From an optimization exercise on the open Yosys and OpenROAD flow, aimed at small area; shortcuts taken in it are not production practice.
In this exercise RTL edits were held to simulation tests only and were not proved equivalent to the original.
In every run shown here, the design's own scripts or RTL, not TritonCTS, make the clock network.
No driver is modelled on the clock port, so clock power and skew are understated where the tree is cut down; a real chip needs a root buffer or a tree.
Power is estimated from default activity; no workload was simulated.

==> flow/design.v <==
`timescale 1ns / 1ps
module AISO(reset, clk, meta, reset_S);
    input           reset, clk, meta;
    output  wire    reset_S;
    reg             Qok;
    always @ (posedge reset, posedge clk)
        if (reset) Qok <= 1'b0;
        else       Qok <= Qok | meta;
    assign reset_S = ~Qok;
endmodule
`timescale 1ns / 1ps
module pulsegeneration(reset, clk, tick);
    input               clk, reset;
    output              tick;
    localparam [19:0] END  = 20'h41653;
    localparam [19:0] MASK = 20'hBFFFF;
    reg  [19:0] q;
    wire        clr = reset | tick;
    assign tick = ((q & MASK) == (END & MASK));
    always @(posedge clk)
        q <= {~(q[18:0] | {19{clr}}), ~(clr | (q[19] ^ q[16]))};
endmodule
`timescale 1ns / 1ps
module DBstatemachine(reset, clk, sw, m_tick, out);
    input           clk, reset;
    input           sw, m_tick;
    output reg      out;
    reg     [1:0]   cnt;
    wire            diff = sw ^ out;
    always @(posedge clk)
        if (reset) begin
            out <= 1'b0;
            cnt <= 2'd0;
        end else if (!diff)
            cnt <= 2'd0;
        else if (cnt == 2'd0)
            cnt <= 2'd1;
        else if (m_tick) begin
            cnt <= cnt + 2'd1;
            if (cnt == 2'd3) out <= ~out;
        end
endmodule
`timescale 1ns / 1ps
module debounce (reset, clk, tick, button_in, db_signal);
    input               reset, clk, tick, button_in;
    output              db_signal;
    DBstatemachine
        statemachine    (.reset(reset), .clk(clk), .sw(button_in),
                         .m_tick(tick), .out(db_signal));
endmodule
`timescale 1ns / 1ps
module pong_graph_animate(clk, arst, rst, meta, btn, video_on, pixel_x, pixel_y, graph_rgb);
    input                clk, arst, rst;
    output               meta;
    input        [1:0]   btn;
    input                video_on;
    input        [9:0]   pixel_x, pixel_y;
    output       [11:0]  graph_rgb;
    reg     [7:0]   pad;
    reg     [9:0]   bx;
    reg     [8:0]   by;
    reg             vi, vx, vy;
    wire    [7:0]   pad_n;
    wire    [9:0]   bx_n;
    wire    [8:0]   by_n;
    wire            vi_n, vx_n, vy_n;
    graph_core core(.btn(btn), .video_on(video_on), .pixel_x(pixel_x), .pixel_y(pixel_y),
                    .pad(pad), .bx(bx), .by(by), .vi(vi), .vx(vx), .vy(vy),
                    .graph_rgb(graph_rgb), .pad_n(pad_n), .bx_n(bx_n), .by_n(by_n),
                    .vi_n(vi_n), .vx_n(vx_n), .vy_n(vy_n));
    always @(posedge clk, posedge rst)
        if (rst) begin
            pad <= 8'd102;
            bx  <= 10'd0;
            by  <= 9'd0;
        end else begin
            pad <= pad_n;
            bx  <= bx_n;
            by  <= by_n;
        end
    assign meta = vy;
    always @(posedge clk)
        if (rst) begin
            vi <= 1'b1; vx <= 1'b1;
        end else begin
            vi <= vi_n; vx <= vx_n;
        end
    always @(posedge clk, posedge arst)
        if (arst)     vy <= 1'b0;
        else if (rst) vy <= ~vy;
        else          vy <= vy_n;
endmodule
module graph_core(btn, video_on, pixel_x, pixel_y, pad, bx, by, vi, vx, vy,
                  graph_rgb, pad_n, bx_n, by_n, vi_n, vx_n, vy_n);
    input        [1:0]   btn;
    input                video_on;
    input        [9:0]   pixel_x, pixel_y;
    input        [7:0]   pad;
    input        [9:0]   bx;
    input        [8:0]   by;
    input                vi, vx, vy;
    output       [11:0]  graph_rgb;
    output       [7:0]   pad_n;
    output       [9:0]   bx_n;
    output       [8:0]   by_n;
    output reg           vi_n, vx_n, vy_n;
    function [10:0] sub10;
        input [9:0] a;
        input [9:0] b;
        integer i;
        reg w;
        begin
            w = 1'b0;
            for (i = 0; i < 10; i = i + 1) begin
                sub10[i] = a[i] ^ b[i] ^ w;
                w = (~a[i] & b[i]) | (~(a[i] ^ b[i]) & w);
            end
            sub10[10] = w;
        end
    endfunction
    function ge10;
        input [9:0] x;
        input [9:0] k;
        integer i;
        reg g;
        begin
            g = 1'b1;
            for (i = 0; i < 10; i = i + 1)
                g = k[i] ? (x[i] & g) : (x[i] | g);
            ge10 = g;
        end
    endfunction
    function [9:0] step10;
        input [9:0] x;
        input       en, up2, down;
        integer i;
        reg c;
        begin
            step10[0] = x[0] ^ (en & ~up2);
            c = en & (up2 | (x[0] ^ down));
            for (i = 1; i < 10; i = i + 1) begin
                step10[i] = x[i] ^ c;
                c = c & (x[i] ^ (down & ~up2));
            end
        end
    endfunction
    wire refr = (pixel_y == 10'd481) && (pixel_x == 10'd0);
    wire pad_dn = btn[1] & ~ge10({2'b0, pad}, 10'd203);
    wire pad_up = ~pad_dn & btn[0] & ge10({2'b0, pad}, 10'd2);
    wire pen = refr & (pad_dn | pad_up);
    wire [9:0] pad_s = step10({2'b0, pad}, pen, 1'b0, pad_up);
    assign pad_n = pad_s[7:0];
    assign bx_n = step10(bx, refr, vi, vx);
    wire [9:0] by_s = step10({1'b0, by}, refr, vi & vx, vy);
    assign by_n = by_s[8:0];
    wire by_top = &by;       
    wire top  = (by == 9'd0);
    wire bot  = ge10({1'b0, by}, 10'd473) & ~by_top;
    wire wall = ~ge10(bx, 10'd36);
    wire hitx = (bx[9:2] == 8'd148) & (bx[1:0] != 2'd0) | (bx == 10'd596);
    wire [10:0] qd = sub10({2'b0, by[8:1]}, {2'b0, pad});
    wire [8:0] q = qd[8:0];
    wire q_lo = ~q[8] & (q[7:6] == 2'd0) & (~q[5] | (q[4:2] == 3'd0));
    wire q_neg = (q[8:2] == 7'h7f) & ((q[1:0] != 2'd0) | by[0]);
    wire hity = ~by_top & (q_lo | q_neg);
    always @* begin
        vi_n = vi; vx_n = vx; vy_n = vy;
        if (top) begin
            vy_n = 1'b0;
            if (vi) vx_n = 1'b0;
        end else if (bot) begin
            vy_n = 1'b1;
            if (vi) vx_n = 1'b0;
        end else if (wall) begin
            vi_n = 1'b0; vx_n = 1'b0;
        end else if (hitx && hity) begin
            vi_n = 1'b0; vx_n = 1'b1;
        end
    end
    wire wall_on = (pixel_x[9:2] == 8'd8);                   
    wire [10:0] pd = sub10({2'b0, pixel_y[8:1]}, {2'b0, pad});
    wire paddle_on = (pixel_x[9:2] == 8'd150) & ~pixel_y[9] & ~pd[10] & (pd[7:6] == 2'd0) &
                     (~pd[5] | (pd[4:2] == 3'd0));
    function inrange;
        input [9:0] a;       
        input [9:0] b;       
        input       w;       
        integer i;
        reg c, ok;
        begin
            c = w;
            ok = 1'b1;
            for (i = 3; i < 10; i = i + 1) begin
                ok = ok & ~(a[i] ^ b[i] ^ c);
                c = b[i] & ~a[i];
            end
            inrange = ok & ~c & ~((b[9:3] == 7'h7f) & (b[2:0] != 3'd0));
        end
    endfunction
    wire [10:0] dxl = sub10({7'd0, pixel_x[2:0]}, {7'd0, bx[2:0]});
    wire [10:0] dyl = sub10({7'd0, pixel_y[2:0]}, {7'd0, by[2:0]});
    wire xin = inrange(pixel_x, bx, dxl[10]);
    wire yin = ~pixel_y[9] & ~by_top & inrange({1'b0, pixel_y[8:0]}, {1'b0, by}, dyl[10]);
    wire [10:0] dx = dxl;
    wire [10:0] dy = dyl;
    wire [2:0] c = dx[2:0];
    wire [2:0] r = dy[2:0];
    wire [1:0] er = r[2] ? ~r[1:0] : r[1:0];
    wire [1:0] ec = c[2] ? ~c[1:0] : c[1:0];
    wire rom_bit = er[1] | ec[1] | (er[0] & ec[0]);
    wire ball_on = xin & yin & rom_bit;
    assign graph_rgb = !video_on ? 12'h000 :
                       wall_on   ? 12'h00f :
                       paddle_on ? 12'h0f0 :
                       ball_on   ? 12'hf00 : 12'haaa;
endmodule
`timescale 1ns / 1ps
module pong_top(clk, rst, btn, video_on, pixel_x, pixel_y, rgb);
    input           clk, rst;
    input    [1:0]  btn;
    input           video_on;
    input    [9:0]  pixel_x, pixel_y;
    output  [11:0]  rgb;
    wire            reset_S;
    wire            tick;
    wire     [1:0]  button;
    wire            meta;
    AISO
        AISO(.reset(rst), .clk(clk), .meta(meta), .reset_S(reset_S));
    pulsegeneration
        pulse(.reset(reset_S), .clk(clk), .tick(tick));
    debounce
          d0(.reset(reset_S), .clk(clk), .tick(tick), .button_in(btn[0]), .db_signal(button[0]));
    debounce
          d1(.reset(reset_S), .clk(clk), .tick(tick), .button_in(btn[1]), .db_signal(button[1]));
    pong_graph_animate
         GRAPH(.clk(clk),
               .arst(rst),
               .rst(reset_S),
               .meta(meta),
               .btn(button),
               .video_on(video_on),
               .pixel_x(pixel_x),
               .pixel_y(pixel_y),
               .graph_rgb(rgb)
               );
endmodule
==> flow/flow/run.sh <==
#!/bin/bash
# Own layout flow: the standard flow (standard.sh) with
#  - synthesis by the standard flow's synthesis script, except that Yosys's abc pass is
#    run with each area-oriented ABC script abc*.script and the smallest
#    result kept (synth.tcl), and no full/half-adder extraction;
#  - port buffers of the smallest buffer cell (buf_1);
#  - the clock tree that clock tree synthesis builds replaced by one level
#    of clock buffers (post_cts.tcl, run as ORFS's POST_CTS_TCL hook).
# Every tool's output goes to a log file in the work folder (synth.log,
# layout.log) and ORFS's own logs under orfs/logs.
set -euo pipefail
W=$PWD
export FLOW_FLOW_DIR=$W/flow
export POST_CTS_TCL=$W/flow/post_cts.tcl
export FLOW_CLK_NBUF=2 FLOW_CLK_BUF=sky130_fd_sc_hd__clkbuf_16
EXTRA="SYNTH_SCRIPT=$W/flow/synth.tcl ADDER_MAP_FILE="
EXTRA="$EXTRA BUFFER_PORTS_ARGS='-buffer_cell sky130_fd_sc_hd__buf_1'"
EXTRA="$EXTRA CTS_ARGS='-sink_clustering_enable -repair_clock_nets -dont_use_dummy_load'"
sed -e "s|SYNTH_SCRIPT=[^ ]*|$EXTRA|" standard.sh > own_standard.sh
bash own_standard.sh synth > synth.log 2>&1
bash own_standard.sh finish > layout.log 2>&1
==> flow/flow/abc1.script <==
strash
dc2
balance
rewrite
refactor
balance
rewrite
rewrite -z
balance
refactor -z
rewrite -z
balance
dch -f
amap
==> flow/flow/abc2.script <==
strash
dc2
balance
rewrite
refactor
balance
rewrite
rewrite -z
balance
refactor -z
rewrite -z
balance
dc2
balance
rewrite
refactor
balance
rewrite
rewrite -z
balance
refactor -z
rewrite -z
balance
dch -f
amap
==> flow/flow/abc3.script <==
strash
ifraig
dc2
balance
rewrite
refactor
balance
rewrite
rewrite -z
balance
refactor -z
rewrite -z
balance
fraig
dch -f
amap
==> flow/flow/abc4.script <==
strash
dc2
balance
rewrite
refactor
balance
rewrite
rewrite -z
balance
refactor -z
rewrite -z
balance
dch
amap
==> flow/flow/abc5.script <==
strash
dch -f
amap
mfs2
strash
dch -f
amap
==> flow/flow/abc6.script <==
strash
dc2
balance; rewrite; refactor; balance; rewrite; rewrite -z; balance; refactor -z; rewrite -z; balance
dch -f
map -a
mfs2
strash
dch -f
map -a
==> flow/flow/abc7.script <==
strash
dc2
balance
rewrite
refactor
balance
rewrite
rewrite -z
balance
refactor -z
rewrite -z
balance
resub -K 8
resub -K 10 -N 2
dch -f
amap
==> flow/flow/abc8.script <==
strash
dc2
balance
rewrite
refactor
balance
rewrite
rewrite -z
balance
refactor -z
rewrite -z
balance
dc2
balance
rewrite
refactor
balance
rewrite
rewrite -z
balance
refactor -z
rewrite -z
balance
dc2
balance
rewrite
refactor
balance
rewrite
rewrite -z
balance
refactor -z
rewrite -z
balance
dch -f
amap
==> flow/flow/post_cts.tcl <==
# Replace the clock tree that clock_tree_synthesis built by a single level of
# clock buffers: the clock port drives FLOW_CLK_NBUF buffers of type
# FLOW_CLK_BUF, each driving one group of flip-flops (groups made by
# recursive bisection of their positions), placed at the group's centre;
# then the placement is legalised again.
set block [ord::get_db_block]
set db [ord::get_db]
set clk_port [$block findBTerm clk]
set clk_net [$clk_port getNet]
set nbuf $::env(FLOW_CLK_NBUF)
set bufm [$db findMaster $::env(FLOW_CLK_BUF)]

# collect the clock tree: buffers reachable from the clock net, and sinks
set sinks {}
set tree_insts {}
set tree_nets {}
set todo [list $clk_net]
while {[llength $todo] > 0} {
  set net [lindex $todo 0]
  set todo [lrange $todo 1 end]
  foreach it [$net getITerms] {
    if {![$it isInputSignal] && [$it getIoType] ne "INPUT"} { continue }
    set inst [$it getInst]
    set m [[$inst getMaster] getName]
    if {[string match "*clkbuf*" $m] || [string match "*clkinv*" $m] || ([string match "*__buf_*" $m] && [string match "clk*" [$inst getName]])} {
      if {[lsearch -exact $tree_insts $inst] < 0} {
        lappend tree_insts $inst
        foreach ot [$inst getITerms] {
          if {[$ot getIoType] eq "OUTPUT" && [$ot getNet] ne "NULL"} {
            lappend tree_nets [$ot getNet]
            lappend todo [$ot getNet]
          }
        }
      }
    } else {
      lappend sinks $it
    }
  }
}
puts "post_cts: [llength $tree_insts] clock tree cells, [llength $sinks] sinks"
foreach inst $tree_insts {
  if {[string match "*clkinv*" [[$inst getMaster] getName]]} { error "post_cts: clock inverter in the tree" }
}
# detach everything
foreach it $sinks { $it disconnect }
foreach inst $tree_insts { odb::dbInst_destroy $inst }
foreach net $tree_nets { odb::dbNet_destroy $net }

# split the sinks into groups by recursive bisection along the longer side
# of their bounding box, in proportion to the number of buffers on each side
proc my_split {items nb} {
  if {$nb <= 1} { return [list $items] }
  set xs {}; set ys {}
  foreach k $items { lappend xs [lindex $k 0]; lappend ys [lindex $k 1] }
  set xs [lsort -integer $xs]; set ys [lsort -integer $ys]
  set w [expr {[lindex $xs end] - [lindex $xs 0]}]
  set h [expr {[lindex $ys end] - [lindex $ys 0]}]
  set idx [expr {$w >= $h ? 0 : 1}]
  set sorted [lsort -integer -index $idx $items]
  set nl [expr {$nb / 2}]
  set cut [expr {([llength $sorted] * $nl) / $nb}]
  return [concat [my_split [lrange $sorted 0 [expr {$cut - 1}]] $nl] \
                 [my_split [lrange $sorted $cut end] [expr {$nb - $nl}]]]
}
set keyed {}
foreach it $sinks {
  set inst [$it getInst]
  set bb [$inst getBBox]
  lappend keyed [list [expr {([$bb xMin] + [$bb xMax]) / 2}] [expr {([$bb yMin] + [$bb yMax]) / 2}] $it]
}
set g 0
foreach group [my_split $keyed $nbuf] {
  set net [odb::dbNet_create $block "clknet_leaf_$g"]
  $net setSigType CLOCK
  set inst [odb::dbInst_create $block $bufm "clkbuf_leaf_$g"]
  [$inst findITerm A] connect $clk_net
  [$inst findITerm X] connect $net
  set sx 0; set sy 0
  foreach k $group {
    [lindex $k 2] connect $net
    incr sx [lindex $k 0]; incr sy [lindex $k 1]
  }
  set cnt [llength $group]
  $inst setLocation [expr {$sx / $cnt}] [expr {$sy / $cnt}]
  $inst setPlacementStatus PLACED
  puts "post_cts: clkbuf_leaf_$g drives $cnt sinks"
  incr g
}
detailed_placement
check_placement -verbose
estimate_parasitics -placement
report_clock_skew
==> flow/flow/synth.tcl <==
# The standard flow's synthesis script (synth_recipe.tcl), with Yosys's abc pass run on
# each of the area-oriented ABC scripts abc*.script beside this file in turn
# (from the same starting netlist); the smallest result is kept.
proc synth {args} { yosys synth -nofsm -noshare {*}$args }
proc my_area {libargs} {
  set f $::env(RESULTS_DIR)/abc_try_stat.txt
  tee -q -o $f stat {*}$libargs
  set fh [open $f r]
  set txt [read $fh]
  close $fh
  if {![regexp {Chip area for module '[^']*': ([0-9.]+)} $txt -> a]} { error "no area in stat" }
  return $a
}
proc abc {args} {
  set i [lsearch -exact $args -script]
  set libargs {}
  foreach {k} [lsearch -all -exact $args -liberty] { lappend libargs -liberty [lindex $args [expr {$k + 1}]] }
  set scripts [lsort [glob [file join $::env(FLOW_FLOW_DIR) abc*.script]]]
  yosys design -save my_pre_abc
  set best ""
  set best_area 0
  foreach s $scripts {
    yosys design -load my_pre_abc
    set a $args
    lset a [expr {$i + 1}] $s
    yosys abc {*}$a
    yosys opt_clean
    set area [my_area $libargs]
    puts "FLOW_ABC $s area $area"
    if {![info exists first_area]} { set first_area $area }
    # a script whose result lost logic (far smaller than the first) is skipped
    if {$area < 0.8 * $first_area} { continue }
    if {$best eq "" || $area < $best_area} { set best $s; set best_area $area }
  }
  puts "FLOW_ABC best $best area $best_area"
  yosys design -load my_pre_abc
  lset args [expr {$i + 1}] $best
  yosys abc {*}$args
}
source $::env(SCRIPTS_DIR)/synth.tcl
# left out here: clear keep_hierarchy, flatten, clean up, hide names made inside functions, write 1_2_yosys.v
==> flow/standard.sh <==
#!/bin/bash
# synth_recipe.tcl (not shown) runs the flow's synth.tcl, then flattens the netlist and writes it again
# the make line also repeats each setting of config.mk as NAME=value (left out here)
make -C /OpenROAD-flow-scripts/flow DESIGN_CONFIG=/design/flow/config.mk WORK_HOME=/design/flow/orfs CLKGATE_MAP_FILE= SYNTH_SCRIPT=/design/flow/synth_recipe.tcl "${@:-finish}"
==> flow/config.mk <==
export PLATFORM = sky130hd
export DESIGN_NAME = pong_top
export DESIGN_NICKNAME = pong_top
export VERILOG_FILES = /design/flow/design.v
export SDC_FILE = /design/flow/constraint.sdc
export NUM_CORES = 4
export LEC_CHECK = 0
export CAP_MARGIN = 20
export CORE_MARGIN = 2
export CORE_UTILIZATION = 40
export SLEW_MARGIN = 20
==> flow/constraint.sdc <==
create_clock -name core_clock -period 10.0 [get_ports {clk}]
set_input_delay 2.0000 -clock core_clock [delete_from_list [all_inputs] [get_ports {clk}]]
set_output_delay 2.0000 -clock core_clock [all_outputs]
set_load 0.01 [all_outputs]
==> impl_metrics.json, run 1 <==
{
  "outcome": "complete, no violations",
  "ys_seq_area_frac": 0.382,
  "clk_latency_ps": 180,
  "p_comb_frac": 0.085,
  "power_w": 0.000358,
  "areaGrowthSynthToFinish_pct": 8.25,
  "multi_input_area_um2": 1820,
  "boundaryPins": 37,
  "clkPwrFrac": 0.274,
  "synth_xor_area_frac": 0,
  "vias": 3426,
  "grt_pass1_vias": 3132,
  "grt_usage": 0.197,
  "synth-simple-area-share": 0.242,
  "layout.nets": 526,
  "worst_slew_pin_slew_ps": 658,
  "rsz0062_at_grt": "no",
  "syn-cell-area_um2": 3380,
  "post-synth-top-area-cell": "dfrtp_1",
  "place.detailed.hpwl_um": 6990,
  "async_flop_share": 0.509,
  "hp-class": "flop to async pin",
  "setup_viol": 0,
  "critPathCaptureType": "output pin",
  "path_max_fanout": 4,
  "synth_cells": 466,
  "layout-drive-gt1-share": 0.0140,
  "ir_drop_v": 0.0000915,
  "cp.arrival_ps": 4550,
  "place_congestion": 0.899,
  "synth.most_common_cell": "nor2_1",
  "crit_buf_inv": 4,
  "n_fill_cell": 855,
  "slowest_stage": "a211oi_1",
  "clock-skew-final_ps": 17.0,
  "critPathLaunchType": "input port",
  "numPortBuffers": 36,
  "grt.overflow.total": 0,
  "synth-adder-area-share": 0,
  "relSlewSlack": 0.558,
  "num_rows": 33,
  "max_stage_delay_ps": 420,
  "n_antenna_cell": 0,
  "layout_min_cycle_time_ps": 6550,
  "postSynthAreaPerCell_um2": 7.26,
  "die_y_um": 96.0,
  "drv_slew": 0,
  "hold_viol_final": 0,
  "synth_nets": 491,
  "critPathKind": "input port to output pin",
  "fp.coreArea_um2": 8220,
  "finalCritPeriodShare": 0.655,
  "synth_top_family_by_area": "compound AO/OA/AOI/OAI gates",
  "yosys-mux-area-fraction": 0,
  "register_area_um2": 1290,
  "synthTopCellsByArea": "dfrtp_1 18%, dfxtp_1 17%, nor2_1 12%, clkinv_1 6.8%, a21oi_1 6.4%",
  "rr_endpoint": "GRAPH.pad[7]",
  "path_cells": "buf_1 -> clkinv_1 -> o21ai_0 -> nor2_1 -> a21oi_1 -> nor2_1 -> a21oi_1 -> or2_0 -> o21ai_0 -> nand2_1 -> o21ai_0 -> nor2_1 -> a21oi_1 -> a211oi_1 -> clkinv_1 -> a31o_1 -> buf_1",
  "drc": 0,
  "synthTopCellsByCount": "105 x nor2_1, 61 x clkinv_1, 43 x a21oi_1, 38 x o21ai_0, 28 x dfxtp_1",
  "intPower_w": 0.000278,
  "seqPwrFrac": 0.642,
  "leakagePower_nw": 1.23,
  "yosysUniqueCellTypes": 36,
  "rr_startpoint": "GRAPH.pad[3]",
  "drv_cap": 0,
  "fmax_ghz": 0.153,
  "dr.first_iter.drc_count": 237,
  "synth_top_cell_area_share": 0.185,
  "die_w_um": 96.0,
  "cp_top_family": "compound AO/OA/AOI/OAI gates",
  "r2r_cells": 15,
  "grt_first_pass_wirelength_um": 14300,
  "synthFlopType": "dfxtp_1",
  "synth_edf_count": 0,
  "power.switching_w": 0.0000799,
  "routed_wl_um": 8800,
  "synth_seq_cells": 57,
  "r2r_slack_ps": 6400,
  "clk_pin_slew_worst_paths_ps": 120,
  "die-area_um2": 9210,
  "drtAntennaViolNets": 0,
  "grt_max_degree": 37,
  "finalSetupTns_ps": 0,
  "ys_warn_count": 5,
  "powerDensity_nw_per_um2": 97.7,
  "whs_ps": 293,
  "start_util": 0.412,
  "synth_compound_area_frac": 0.295,
  "firstDrtPassIters": 4,
  "avgRoutedWirePerCell_um": 14.6,
  "antenna_found_initial": 0,
  "switching_share": 0.223,
  "cts.sinks": 57,
  "via_per_inst": 5.67,
  "required_ps": 8000
}
-- kinds of logic after synthesis --
| kind of cell | Yosys count |
|---|---|
| flip-flops | 57 |
| AO/OA/AOI/OAI | 157 |
| buffers and inverters | 67 |
| AND/OR/NAND/NOR | 185 |
-- worst max path at each step --
stage / to / start / slack (ps) / cells after the start
final: rgb[1] / pixel_y[2] / 3450 / 17
after global routing: rgb[3] / pixel_y[2] / 3070 / 17
after detailed placement: rgb[1] / pixel_y[2] / 3510 / 17
after global placement: rgb[1] / pixel_y[2] / 3600 / 17
after floorplan: rgb[3] / pixel_y[3] / 3890 / 16
-- cells in the final DEF, fill, tap and decap left out, types with 2 or more instances in the layout --
cell type / netlist / routed
o2111ai_1: 3 / 3
nand2_1: 27 / 27
a2111oi_0: 4 / 4
a31o_1: 2 / 2
or4_1: 6 / 6
a211oi_1: 5 / 5
nor2b_1: 6 / 6
o21a_1: 11 / 11
or3_1: 2 / 2
nand3_1: 6 / 6
o21ai_0: 38 / 38
clkbuf_16: 0 / 2
dfrtp_1: 25 / 25
o221ai_1: 10 / 10
buf_1: 0 / 36
clkinv_1: 61 / 61
nor3_1: 14 / 14
a22oi_1: 14 / 14
a21oi_1: 43 / 43
o22ai_1: 12 / 12
dfstp_2: 4 / 4
or2_0: 4 / 4
nor4_1: 5 / 5
a31oi_1: 2 / 2
o211ai_1: 3 / 3
dfxtp_1: 28 / 28
nor2_1: 105 / 105
a221oi_1: 7 / 7
nand4_1: 5 / 5
-- flip-flops by register name (all words and copies together), names as in the netlist --
register	flops
GRAPH.by	9
GRAPH.bx	10
AISO.Qok	1
d1.statemachine.cnt	2
d0.statemachine.cnt	2
GRAPH.vx	1
pulse.q	20
GRAPH.vi	1
GRAPH.pad	8
d0.statemachine.out	1
GRAPH.vy	1
d1.statemachine.out	1
-- metrics by stage --
stage / utilization / instances / setup slack, ps / instance area (um2)
global route: 0.446 / 604 / 3070 / 3660
finish: 0.446 / 604 / 3450 / 3660
detailed placement: 0.440 / 602 / 3510 / 3610
floorplan: - / 466 / 3890 / 3380
global placement: 0.440 / 602 / 3600 / 3610
-- metal layers --
layer / global-route usage / up-vias / wire length [um]
li1: - / 1741 / -
met5: 0 / - / 0
met4: 0.0798 / 0 / 225
met3: 0.0188 / 12 / 343
met1: 0.251 / 1607 / 3970
met2: 0.340 / 66 / 4270
-- final cells by class --
class,instances,share of cell area
Tap cell,105,0.0359
Inverter,61,0.0625
Timing Repair Buffer,37,0.0389
Multi-Input combinational cell,342,0.496
Sequential cell,57,0.353
Buffer,2,0.0137
-- power by group through the flow --
stage / sequential, W / clock [W] / combinational [W]
6_report: 0.000229 / 0.0000978 / 0.0000304
5_1_grt: 0.000230 / 0.000110 / 0.0000344
3_5_place_dp: 0.000234 / 0 / 0.0000301
3_3_place_gp: 0.000234 / 0 / 0.0000297
2_1_floorplan: 0.000234 / 0 / 0.0000194
==> run 2: changes to the inputs <==
--- a/flow/design.v
+++ b/flow/design.v
@@ -145,8 +145,8 @@
         end
     endfunction
     wire refr = (pixel_y == 10'd481) && (pixel_x == 10'd0);
-    wire pad_dn = btn[1] & ~ge10({2'b0, pad}, 10'd203);
-    wire pad_up = ~pad_dn & btn[0] & ge10({2'b0, pad}, 10'd2);
+    wire pad_dn = btn[1] & (pad != 8'd203);
+    wire pad_up = ~pad_dn & btn[0] & (pad != 8'd1);
     wire pen = refr & (pad_dn | pad_up);
     wire [9:0] pad_s = step10({2'b0, pad}, pen, 1'b0, pad_up);
     assign pad_n = pad_s[7:0];
--- a/flow/config.mk
+++ b/flow/config.mk
@@ -8,4 +8,5 @@
 export CAP_MARGIN = 20
 export CORE_MARGIN = 2
 export CORE_UTILIZATION = 40
+export GPL_TIMING_DRIVEN = 0
 export SLEW_MARGIN = 20
==> impl_metrics.json, run 2 <==
{
  "grt_pass1_vias": 2967,
  "final_util": 0.451,
  "die_y_um": 95.8,
  "die_w_um": 95.8,
  "async_flop_share": 0.509,
  "firstDrtPassIters": 5,
  "place.detailed.hpwl_um": 6350,
  "antenna_found_initial": 0,
  "path_max_fanout": 5,
  "dpl_cell_area_um2": 3640,
  "critPathKind": "input port to output pin",
  "critPathLaunchType": "input port",
  "fp.coreArea_um2": 8180,
  "die-area_um2": 9180,
  "via_per_inst": 5.52,
  "grt_usage": 0.179,
  "n_fill_cell": 887,
  "leakagePower_nw": 1.23,
  "place_congestion": 0.866,
  "routed_wl_um": 8030,
  "drv_cap": 0,
  "powerDensity_nw_per_um2": 97.4,
  "hold_viol_final": 0,
  "ys_seq_area_frac": 0.383,
  "drv_slew": 0,
  "start_util": 0.413,
  "boundaryPins": 37,
  "layout_min_cycle_time_ps": 6950,
  "whs_ps": 326,
  "synth_top_cell_area_share": 0.185,
  "max_stage_delay_ps": 490,
  "largestRegisters": "pulse.q x20, GRAPH.bx x10, GRAPH.by x9",
  "path_cells": "buf_1 -> nor2_1 -> a221o_1 -> or4_1 -> a2111oi_0 -> o211ai_1 -> a2111oi_0 -> o21ai_0 -> nor3_1 -> buf_4 -> buf_1",
  "layout_common_cells": "106 x nor2_1, 58 x clkinv_1, 46 x o21ai_0",
  "yosysUniqueCellTypes": 40,
  "rsz0062_at_grt": "no",
  "required_ps": 8000,
  "setup_slack_ps": 3050,
  "drc": 0,
  "fmax_ghz": 0.144,
  "outcome": "complete, no violations",
  "vias": 3389,
  "avgRoutedWirePerCell_um": 13.1,
  "synthFlopType": "dfxtp_1",
  "grt_max_degree": 32,
  "finalCritPeriodShare": 0.695,
  "clk_pin_slew_worst_paths_ps": 120,
  "largest_reg_flops": 20,
  "synth_seq_cells": 57,
  "synthTopCellsByArea": "dfrtp_1 19%, dfxtp_1 17%, nor2_1 12%, o21ai_0 6.8%, clkinv_1 6.5%",
  "relSlewSlack": 0.399,
  "layout-drive-gt1-share": 0.0255,
  "clk_latency_ps": 170,
  "stdcell_area_um2": 3690,
  "cp.arrival_ps": 4950,
  "ir_drop_v": 0.0000820,
  "layout.nets": 536,
  "clock-skew-final_ps": 8.35,
  "synth_cells": 471,
  "n_antenna_cell": 0,
  "grt.overflow.total": 0,
  "cts.sinks": 57,
  "critPathLaunch": "pixel_y[7]",
  "largest_register": "pulse.q",
  "final_common_cell": "nor2_1",
  "drtAntennaViolNets": 0,
  "rr_startpoint": "GRAPH.pad[6]",
  "dp_slack_ps": 2990,
  "grt_first_pass_wirelength_um": 13100,
  "syn-cell-area_um2": 3370,
  "post-synth-top-area-cell": "dfrtp_1",
  "slowest_stage": "or4_1",
  "hp-class": "flop to async pin",
  "areaGrowthSynthToFinish_pct": 9.42,
  "ys_warn_count": 5,
  "synth_nets": 496,
  "synth_edf_count": 0,
  "synth.most_common_cell": "nor2_1",
  "postSynthAreaPerCell_um2": 7.16,
  "num_rows": 33,
  "critPathCaptureType": "output pin",
  "worst_slew_pin_slew_ps": 902,
  "dr.first_iter.drc_count": 175,
  "finalSetupTns_ps": 0,
  "synthTopCellsByCount": "106 x nor2_1, 58 x clkinv_1, 46 x o21ai_0, 45 x nand2_1, 31 x a21oi_1",
  "numPortBuffers": 36,
  "setup_viol": 0
}
-- run 2: cell count changes after synthesis, moves of 3 or more --
cell      delta
nor2b_1      -5
a31oi_1      +3
o31ai_1      +3
o21a_1       -4
o21ai_0      +8
clkinv_1     -3
nor3_1       -4
a22oi_1      -4
nand2_1     +18
a21oi_1     -12
a221oi_1     -3
-- run 2: path summary, 6_finish.rpt --
| kind | end | slack (ps) | cells after the start |
|---|---|---|---|
| worst max-delay path | rgb[10] | 3050 | 11 |
| worst min-delay path | GRAPH.by[1] | 330 | 0 |
| worst max register to register | GRAPH.pad[7] | 5870 | 18 |
| worst min register to register | GRAPH.by[1] | 330 | 0 |
| max in group asynchronous | AISO.Qok | 8270 | 2 |
| min in group core_clock | pulse.q[19] | 390 | 1 |
-- run 2: critical path: cells and delay by family --
kind,cells,cell delay (ps)
simple gates,3,900
buf+inv,3,470
compound gates,5,1590
-- run 2: cell families after synthesis --
group / share of synthesized area
AND/OR/NAND/NOR: 0.256
buffers and inverters: 0.0779
AO/OA/AOI/OAI: 0.284
flip-flops: 0.383
-- run 2: cell type report --
| cell class | count | area, um2 | share of cell area |
|---|---|---|---|
| repair buffers | 36 | 135 | 0.0366 |
| plain buffers | 8 | 95.1 | 0.0258 |
| well taps | 105 | 131 | 0.0356 |
| flip-flops and latches | 57 | 1290 | 0.350 |
| multi-input cells | 350 | 1820 | 0.493 |
| inverters | 58 | 218 | 0.0590 |
-- run 2: power breakdown --
group / total, W / switching (W) / internal (W)
logic: 0.0000307 / 0.0000190 / 0.0000116
registers: 0.000229 / 0.000000233 / 0.000229
clock network: 0.0000993 / 0.0000619 / 0.0000373
total: 0.000359 / 0.0000812 / 0.000278
-- run 2: metrics by stage --
stage                     std cells  total power, W
after floorplan                 471        0.000254
after detailed placement        612        0.000265
after global routing            614        0.000374
final                           614        0.000359
after global placement          612        0.000264
-- run 2: per-layer routing --
| metal | track usage | vias to the layer above | wire, um |
|---|---|---|---|
| met3 | 0.0188 | 6 | 414 |
| met1 | 0.241 | 1537 | 3830 |
| met5 | 0 | - | 0 |
| li1 | - | 1772 | - |
| met4 | 0.0488 | 0 | 99 |
| met2 | 0.305 | 74 | 3690 |
==> run 3: changes to the inputs <==
--- a/flow/config.mk
+++ b/flow/config.mk
@@ -8,5 +8,4 @@
 export CAP_MARGIN = 20
 export CORE_MARGIN = 2
 export CORE_UTILIZATION = 40
-export GPL_TIMING_DRIVEN = 0
 export SLEW_MARGIN = 20
==> impl_metrics.json, run 3 <==
{
  "critPathKind": "input port to output pin",
  "die_y_um": 95.8,
  "worstSetupEndpoint": "rgb[5]",
  "clkPwrFrac": 0.271,
  "clk_pin_slew_worst_paths_ps": 110,
  "vias": 3337,
  "layout.nets": 531,
  "grt_pass1_vias": 2956,
  "synthFlopType": "dfxtp_1",
  "grt_usage": 0.188,
  "powerDensity_nw_per_um2": 97.4,
  "cts.sinks": 57,
  "critPathLaunchType": "input port",
  "hp-class": "flop to async pin",
  "rsz0062_at_grt": "no",
  "yosysUniqueCellTypes": 40,
  "place.detailed.hpwl_um": 6490,
  "intPower_w": 0.000277,
  "worst_slew_pin_slew_ps": 899,
  "largest_register": "pulse.q",
  "boundaryPins": 37,
  "avgRoutedWirePerCell_um": 13.4,
  "path_max_fanout": 4,
  "synth-adder-area-share": 0,
  "synth_xor_area_frac": 0,
  "clock-skew-final_ps": 6.51,
  "dr.first_iter.drc_count": 153,
  "cp_top_family": "simple AND/OR/NAND/NOR gates",
  "crit_buf_inv": 3,
  "post-synth-top-area-cell": "dfrtp_1",
  "p_comb_frac": 0.085,
  "synth_nets": 496,
  "relSlewSlack": 0.401,
  "firstDrtPassIters": 5,
  "rr_endpoint": "GRAPH.pad[7]",
  "ys_warn_count": 5,
  "synth_compound_area_frac": 0.284,
  "antenna_found_initial": 0,
  "setup_viol": 0,
  "drc": 0,
  "path_cells": "buf_1 -> clkinv_1 -> o21ai_0 -> nor2_1 -> a21oi_1 -> nor2_1 -> a21oi_1 -> or2_0 -> o21ai_0 -> nand2_1 -> o21ai_0 -> and2_0 -> nor4_1 -> nor2_1 -> nor2_1 -> buf_1",
  "ys_seq_area_frac": 0.383,
  "synthTopCellsByArea": "dfrtp_1 19%, dfxtp_1 17%, nor2_1 12%, o21ai_0 6.8%, clkinv_1 6.5%",
  "synth-simple-area-share": 0.256,
  "ir_drop_v": 0.0000817,
  "clk_latency_ps": 170,
  "synth_top_cell_area_share": 0.185,
  "r2r_cells": 18,
  "async_flop_share": 0.509,
  "hold_viol_final": 0,
  "n_antenna_cell": 0,
  "synth_top_family_by_area": "compound AO/OA/AOI/OAI gates",
  "num_rows": 33,
  "cp.arrival_ps": 4620,
  "rr_startpoint": "GRAPH.pad[6]",
  "outcome": "complete, no violations",
  "layout_min_cycle_time_ps": 6620,
  "switching_share": 0.221,
  "finalCritPeriodShare": 0.662,
  "drtAntennaViolNets": 0,
  "layout_common_cells": "106 x nor2_1, 58 x clkinv_1, 46 x o21ai_0",
  "largest_reg_flops": 20,
  "fmax_ghz": 0.151,
  "path_depth": 16,
  "die_w_um": 95.8,
  "grt_max_degree": 32,
  "leakagePower_nw": 1.21,
  "largestRegisters": "pulse.q x20, GRAPH.bx x10, GRAPH.by x9",
  "synthTopCellsByCount": "106 x nor2_1, 58 x clkinv_1, 46 x o21ai_0, 45 x nand2_1, 31 x a21oi_1",
  "drv_slew": 0,
  "synth_seq_cells": 57,
  "grt_first_pass_wirelength_um": 13800,
  "areaGrowthSynthToFinish_pct": 8.27,
  "required_ps": 8000,
  "place_congestion": 0.924,
  "layout.cells.non_filler": 609,
  "crit_top_cell": "nor2_1",
  "power.switching_w": 0.0000785,
  "syn-cell-area_um2": 3370,
  "numPlacedInstances": 607,
  "synth.most_common_cell": "nor2_1",
  "final_common_cell": "nor2_1",
  "r2r_slack_ps": 5820,
  "numPortBuffers": 36,
  "max_stage_delay_ps": 530,
  "critPathCaptureType": "output pin",
  "seqPwrFrac": 0.645,
  "layout-drive-gt1-share": 0.0139,
  "critPathLaunch": "pixel_y[2]",
  "synth_edf_count": 0,
  "start_util": 0.413,
  "slowest_stage": "nor4_1",
  "postSynthAreaPerCell_um2": 7.16,
  "routed_wl_um": 8160,
  "die-area_um2": 9180,
  "synth_cells": 471,
  "yosys-mux-area-fraction": 0,
  "finalSetupTns_ps": 0,
  "grt.overflow.total": 0,
  "fp.coreArea_um2": 8180,
  "via_per_inst": 5.48,
  "drv_cap": 0
}
==> run 3: cell types whose count changed in the layout (fill, tap and decap cells not counted) <==
| cell | change |
|---|---|
| dfrtp_2 | -1 |
| dfrtp_1 | +1 |
| buf_4 | -5 |
==> run 3: layout make-up <==
class	count	area (um2)
plain buffers	2	50.0
fillers	892	4520
inverters	58	218
multi-input cells	350	1820
flip-flops and latches	57	1290
well taps	105	131
repair buffers	37	143
==> run 3: per-stage QoR <==
stage / worst slack, ps / total power [W] / utilization / instance area, um2 / hold slack (ps)
floorplan: 3620 / 0.000254 / - / 3370 / 368
global placement: 3490 / 0.000264 / 0.441 / 3600 / 275
detailed placement: 3370 / 0.000264 / 0.441 / 3600 / 285
global route: 2980 / 0.000372 / 0.447 / 3650 / 319
finish: 3380 / 0.000356 / 0.447 / 3650 / 274
==> run 3: metal layers <==
metal / routed length (um) / GRT usage / part of all wire
met5: 0 / 0 / 0
met4: 143 / 0.0488 / 0.018
met3: 387 / 0.0141 / 0.047
met2: 3680 / 0.308 / 0.45
met1: 3950 / 0.268 / 0.48
==> run 3: cells by family (layout without fill, tap and decap cells) <==
family	after synthesis	count (layout)
buffers and inverters	64	97
flip-flops	57	57
AND/OR/NAND/NOR	198	198
AO/OA/AOI/OAI	152	152
==> run 3: how the worst min path moves through the flow <==
stage | start | endpoint | cells past startpoint
6_report | AISO.Qok | GRAPH.bx[0] | 1
5_1_grt | AISO.Qok | GRAPH.by[5] | 1
3_5_place_dp | AISO.Qok | GRAPH.bx[0] | 1
3_3_place_gp | AISO.Qok | GRAPH.bx[0] | 1
2_1_floorplan | pulse.q[18] | pulse.q[19] | 1
==> run 3: power groups by stage <==
stage	Clock [W]	Sequential [W]	Combinational, W
2_1_floorplan	0	0.000234	0.0000195
3_3_place_gp	0	0.000234	0.0000296
3_5_place_dp	0	0.000234	0.0000298
5_1_grt	0.000108	0.000230	0.0000346
6_report	0.0000963	0.000229	0.0000301

## static timing again, ports no longer ideal
In the flow no input, the clock included, has a driving cell. The finished layouts below were timed again as built, in two steps.
Step 1, drivers: a clkbuf_16 drives clk and a buf_2 each remaining input, both assumed.
Step 2, shift: input delay + t, output delay - t, t = (earliest + latest rising clock arrival at the registers) / 2. This alone moves slack from input paths to output paths.
Three values: ideal, step 1, step 2; two values: the first two.
| run | t (ns) | setup WS [ns] | worst data-port slew with drivers (ns) |
|---|---|---|---|
| run 1 | 0.221 | 3.449 / 3.427 / 3.427 | 0.03 |
| run 2 | 0.222 | 3.047 / 3.020 / 3.020 | 0.04 |
| run 3 | 0.215 | 3.378 / 3.354 / 3.354 | 0.04 |
After both steps setup and hold are still met in every run listed. For run 2, which loses most, drivers alone change the setup slack by -0.027 ns; drivers and shift together by -0.027 ns.
